This is an optimization exercise on Yosys and OpenROAD, whose aim is small area, a short achievable clock period and few clock cycles, not a production implementation.
No activity file was given, so power comes from the tool's default toggle rates.

## the previous run
==> flow/design.v <==
`timescale 1ns/1ps
module ALU (
    input  [7:0] A,
    input  [7:0] Bx,
    input  [3:0] instruction,
    input        item,
    output [7:0] F
);
    wire [3:0] op = instruction;
    wire [2:0] k  = Bx[2:0];                    
    wire sub    = ~op[3] & ~op[2] & ~op[1] & op[0];           
    wire is_as  = item & ~op[3] & ~op[2] & ~op[1];            
    wire is_shf = item & ~op[3] & ~op[2] & op[1];             
    wire is_rot = item & ~op[3] & op[2] & ~op[1];             
    wire left   = op[0];
    wire is_and = item & ~op[3] & op[2] & op[1] & ~op[0];    
    wire is_or  = item & ~op[3] & op[2] & op[1] & op[0];     
    wire is_not = item & op[3] & ~op[2] & ~op[1] & ~op[0];   
    wire is_xor = item & op[3] & ~op[2] & ~op[1] & op[0];    
    wire [7:0] p  = A ^ Bx;
    wire [7:0] g  = A & Bx;
    wire [7:0] G0 = {g[7:1], g[0] | (p[0] & sub)};
    wire [7:0] P0 = p;
    wire [7:0] G1 = G0 | (P0 & {G0[6:0], 1'b0});
    wire [7:0] P1 = P0 & {P0[6:0], 1'b1};
    wire [7:0] G2 = G1 | (P1 & {G1[5:0], 2'b0});
    wire [7:0] P2 = P1 & {P1[5:0], 2'b11};
    wire [7:0] G3 = G2 | (P2 & {G2[3:0], 4'b0});
    wire [7:0] sum = p ^ {G3[6:0], sub};
    wire a0 = k[0];
    wire a1 = k[1] ^ (left & k[0]);
    wire a2 = k[2] ^ (left & (k[1] | k[0]));
    wire [7:0] s1 = a0 ? {A[0],    A[7:1]}  : A;
    wire [7:0] s2 = a1 ? {s1[1:0], s1[7:2]} : s1;
    wire [7:0] s4 = a2 ? {s2[3:0], s2[7:4]} : s2;
    wire shf_ok = is_shf & ~|Bx[7:3];
    wire rot_ok = is_rot & ~|Bx[7:4] & ~(Bx[3] & |k);
    wire [7:0] keep;
    genvar i;
    generate for (i = 0; i < 8; i = i + 1) begin : kp
        assign keep[i] = rot_ok | (shf_ok & (left ? (k <= i) : (k <= 7 - i)));
    end endgenerate
    assign F = ({8{is_as}} & sum) | (keep & s4) |
               ({8{is_xor | is_or}} & p) | ({8{is_and | is_or}} & g) | ({8{is_not}} & ~A);
endmodule
`timescale 1ns/1ps
module top (
    input clk,
    input rst_n,
    input start,
    input valid,
    input [7:0] data_A,
    input [7:0] data_B,
    input [3:0] instruction,
    input [7:0] count,
    output reg [7:0] third_largest,
    output reg finish
);
    reg [7:0] a_q, b_q;
    reg [3:0] op_q;
    reg       item_q;      
    reg [7:0] r;           
    reg [7:0] remaining;   
    reg [7:0] largest, second_largest;
    reg       start_q;
    reg       last1, last2;
    wire [7:0] alu_result;
    ALU alu_inst (
        .A(a_q),
        .Bx(b_q),
        .instruction(op_q),
        .item(item_q),
        .F(alu_result)
    );
    wire [7:0] low_zero = {~|remaining[6:0], ~|remaining[5:0], ~|remaining[4:0],
                           ~|remaining[3:0], ~|remaining[2:0], ~|remaining[1:0],
                           ~remaining[0], 1'b1};
    always @(posedge clk) begin
        a_q     <= data_A;
        b_q     <= data_B ^ {8{instruction == 4'b0001}};    
        op_q    <= instruction;
        r       <= alu_result;
        start_q <= start;
        if (start)
            remaining <= count;
        else if (valid)
            remaining <= remaining ^ low_zero;
    end
    always @(posedge clk or negedge rst_n) begin
        if (!rst_n)
            item_q <= 1'b0;
        else
            item_q <= valid;
    end
    always @(posedge clk or negedge rst_n) begin
        if (!rst_n) begin
            last1  <= 1'b0;
            last2  <= 1'b0;
            finish <= 1'b0;
        end else begin
            last1  <= (valid && remaining == 8'd1) || (start && count == 8'd0);
            last2  <= last1;
            finish <= last2;
        end
    end
    function [1:0] cmp8;
        input [7:0] a, b;
        reg [7:0] g, l;
        reg [3:0] g1, l1;
        reg [1:0] g2, l2;
        integer i;
        begin
            g = a & ~b;
            l = ~a & b;
            for (i = 0; i < 4; i = i + 1) begin
                g1[i] = g[2*i+1] | (~l[2*i+1] & g[2*i]);
                l1[i] = l[2*i+1] | (~g[2*i+1] & l[2*i]);
            end
            for (i = 0; i < 2; i = i + 1) begin
                g2[i] = g1[2*i+1] | (~l1[2*i+1] & g1[2*i]);
                l2[i] = l1[2*i+1] | (~g1[2*i+1] & l1[2*i]);
            end
            cmp8 = {g2[1] | (~l2[1] & g2[0]), l2[1] | (~g2[1] & l2[0])};
        end
    endfunction
    wire gt1, lt1, gt2, lt2, gt3, lt3;
    assign {gt1, lt1} = cmp8(r, largest);
    assign {gt2, lt2} = cmp8(r, second_largest);
    assign {gt3, lt3} = cmp8(r, third_largest);
    wire eq1 = ~gt1 & ~lt1;
    wire eq2 = ~gt2 & ~lt2;
    wire upd1 = gt1;
    wire upd2 = gt2 & ~eq1;
    wire upd3 = gt3 & ~eq2 & ~eq1;
    wire [7:0] new2 = gt1 ? largest : r;
    wire [7:0] new3 = gt2 ? second_largest : r;
    always @(posedge clk) begin
        largest        <= ({8{upd1}} & r)    | ({8{~upd1}} & largest        & {8{~start_q}});
        second_largest <= ({8{upd2}} & new2) | ({8{~upd2}} & second_largest & {8{~start_q}});
        third_largest  <= ({8{upd3}} & new3) | ({8{~upd3}} & third_largest  & {8{~start_q}});
    end
endmodule
Settings: LEC_CHECK=0, ABC_CLOCK_PERIOD_IN_PS=2200, CAP_MARGIN=20, CORE_MARGIN=2, CORE_UTILIZATION=40, SETUP_SLACK_MARGIN=3.8, SLEW_MARGIN=20; clock period 6.0 ns.
run.sh (not shown) runs the stock make flow with config.mk's settings and CLKGATE_MAP_FILE= SYNTH_SCRIPT=/design/flow/synth_recipe.tcl, a recipe that flattens the netlist after the stock synthesis.
What the current run does differently from the previous run at the input level:
-- flow/design.v --
<<< the previous run, line 1
`timescale 1ns/1ps
module ALU (
    input  [7:0] A,
    input  [7:0] Bx,
    input  [3:0] instruction,
    input        item,
    output [7:0] F
);
    wire [3:0] op = instruction;
    wire [2:0] k  = Bx[2:0];                    
    wire sub    = ~op[3] & ~op[2] & ~op[1] & op[0];           
    wire is_as  = item & ~op[3] & ~op[2] & ~op[1];            
    wire is_shf = item & ~op[3] & ~op[2] & op[1];             
    wire is_rot = item & ~op[3] & op[2] & ~op[1];             
    wire left   = op[0];
    wire is_and = item & ~op[3] & op[2] & op[1] & ~op[0];    
    wire is_or  = item & ~op[3] & op[2] & op[1] & op[0];     
    wire is_not = item & op[3] & ~op[2] & ~op[1] & ~op[0];   
    wire is_xor = item & op[3] & ~op[2] & ~op[1] & op[0];    
    wire [7:0] p  = A ^ Bx;
    wire [7:0] g  = A & Bx;
    wire [7:0] G0 = {g[7:1], g[0] | (p[0] & sub)};
    wire [7:0] P0 = p;
>>> the current run, line 1
module ALU (input [7:0] A, input [7:0] B, input [3:0] instruction, output [7:0] F);
    wire [3:0] op = instruction;
    wire [2:0] k  = B[2:0];
    wire is_as  = ~op[3] & ~op[2] & ~op[1];           
    wire sub    = ~op[3] & ~op[2] & ~op[1] & op[0];   
    wire is_shf = ~op[3] & ~op[2] & op[1];            
    wire is_rot = ~op[3] & op[2] & ~op[1];            
    wire left   = op[0];
    wire is_and = ~op[3] & op[2] & op[1] & ~op[0];
    wire is_or  = ~op[3] & op[2] & op[1] & op[0];
    wire is_not = op[3] & ~op[2] & ~op[1] & ~op[0];
    wire is_xor = op[3] & ~op[2] & ~op[1] & op[0];
    wire [7:0] bx = B ^ {8{sub}};
    wire [7:0] p  = A ^ bx;
    wire [7:0] g  = A & bx;
    genvar i;
    wire [7:0] G0 = {g[7:1], g[0] | (p[0] & sub)};
    wire [7:0] P0 = p;
<<< the previous run, line 27
    wire [7:0] P2 = P1 & {P1[5:0], 2'b11};
    wire [7:0] G3 = G2 | (P2 & {G2[3:0], 4'b0});
    wire [7:0] sum = p ^ {G3[6:0], sub};
    wire a0 = k[0];
    wire a1 = k[1] ^ (left & k[0]);
>>> the current run, line 22
    wire [7:0] P2 = P1 & {P1[5:0], 2'b11};
    wire [7:0] G3 = G2 | (P2 & {G2[3:0], 4'b0});
    wire [8:0] c = {G3, sub};
    wire [7:0] sum = p ^ c[7:0];
    wire a0 = k[0];
    wire a1 = k[1] ^ (left & k[0]);
<<< the previous run, line 34
    wire [7:0] s2 = a1 ? {s1[1:0], s1[7:2]} : s1;
    wire [7:0] s4 = a2 ? {s2[3:0], s2[7:4]} : s2;
    wire shf_ok = is_shf & ~|Bx[7:3];
    wire rot_ok = is_rot & ~|Bx[7:4] & ~(Bx[3] & |k);
    wire [7:0] keep;
    genvar i;
    generate for (i = 0; i < 8; i = i + 1) begin : kp
        assign keep[i] = rot_ok | (shf_ok & (left ? (k <= i) : (k <= 7 - i)));
>>> the current run, line 30
    wire [7:0] s2 = a1 ? {s1[1:0], s1[7:2]} : s1;
    wire [7:0] s4 = a2 ? {s2[3:0], s2[7:4]} : s2;
    wire shf_ok = is_shf & ~|B[7:3];
    wire rot_ok = is_rot & ~|B[7:4] & ~(B[3] & |k);
    wire [7:0] keep;
    generate for (i = 0; i < 8; i = i + 1) begin : kp
        assign keep[i] = rot_ok | (shf_ok & (left ? (k <= i) : (k <= 7 - i)));
<<< the previous run, line 59
    reg [7:0] a_q, b_q;
    reg [3:0] op_q;
    reg       item_q;      
    reg [7:0] r;           
    reg [7:0] remaining;   
>>> the current run, line 54
    reg [7:0] a_q, b_q;
    reg [3:0] op_q;
    reg [7:0] r;           
    reg [7:0] remaining;   
<<< the previous run, line 68
    ALU alu_inst (
        .A(a_q),
        .Bx(b_q),
        .instruction(op_q),
        .item(item_q),
        .F(alu_result)
    );
>>> the current run, line 62
    ALU alu_inst (
        .A(a_q),
        .B(b_q),
        .instruction(op_q),
        .F(alu_result)
    );
<<< the previous run, line 78
    always @(posedge clk) begin
        a_q     <= data_A;
        b_q     <= data_B ^ {8{instruction == 4'b0001}};    
        op_q    <= instruction;
        r       <= alu_result;
        start_q <= start;
>>> the current run, line 71
    always @(posedge clk) begin
        a_q     <= data_A;
        b_q     <= data_B;
        r       <= alu_result;
        start_q <= start;
<<< the previous run, line 89
    always @(posedge clk or negedge rst_n) begin
        if (!rst_n)
            item_q <= 1'b0;
        else
            item_q <= valid;
    end
    always @(posedge clk or negedge rst_n) begin
>>> the current run, line 81
    always @(posedge clk or negedge rst_n) begin
        if (!rst_n)
            op_q <= 4'b1111;
        else
            op_q <= valid ? instruction : 4'b1111;
    end
    always @(posedge clk or negedge rst_n) begin
--- outcome ---
Per the comparison of the current run with the previous run, final period demand of the worst path saw an increase, global-route track usage on met1 saw a decrease, worst-case setup slack after placement saw a decrease. The current run: net switching fraction of the power is 0.46 points lower than what the previous run reported. Delta(depth of the most critical reg-to-reg path, the current run - the previous run) < 0. Cmp the current run vs the previous run: global-route usage higher in the current run. Taking the previous run as the reference, in the current run combined area of the multi-input logic cells rose by 1.7%; number of tap instances rose by 4. The first-iteration DRC count of the current run was inferior to that of the previous run. Final-layout clock-cell area share: the current run vs the previous run up 0.19 points.
No run of this note included a check of the RTL's function; only the layout flow was run.

## afterwards: timing with drivers on the ports
The flow's constraints put no driver on any port. The routed layouts listed below were extracted and timed again, unchanged, in two steps. Step 1 (the two cells are an assumption about what drives the block):
set clk [get_ports {clk}]
set_driving_cell -lib_cell sky130_fd_sc_hd__clkbuf_16 $clk
set_driving_cell -lib_cell sky130_fd_sc_hd__buf_2 [delete_from_list [all_inputs] $clk]
Step 2 times the ports against the registers' clock, not the clock port: input delays grow and output delays shrink by t, the midpoint of the rising clock arrivals with the driver on. Slacks: no drivers / after step 1 / after step 2; pairs: no drivers / after step 1.
run	shift t [ns]	setup WS [ns]	worst setup path after step 2	worst slew at a driven data input, ns
the previous run	0.369	3.730 / 3.730 / 3.583	input to register	0.03
the current run	0.384	3.412 / 3.412 / 3.412	register to register	0.03
After both steps every run listed still meets setup and hold. For the previous run, which loses most, drivers alone change the setup slack by 0.000 ns; drivers and shift together by -0.147 ns.
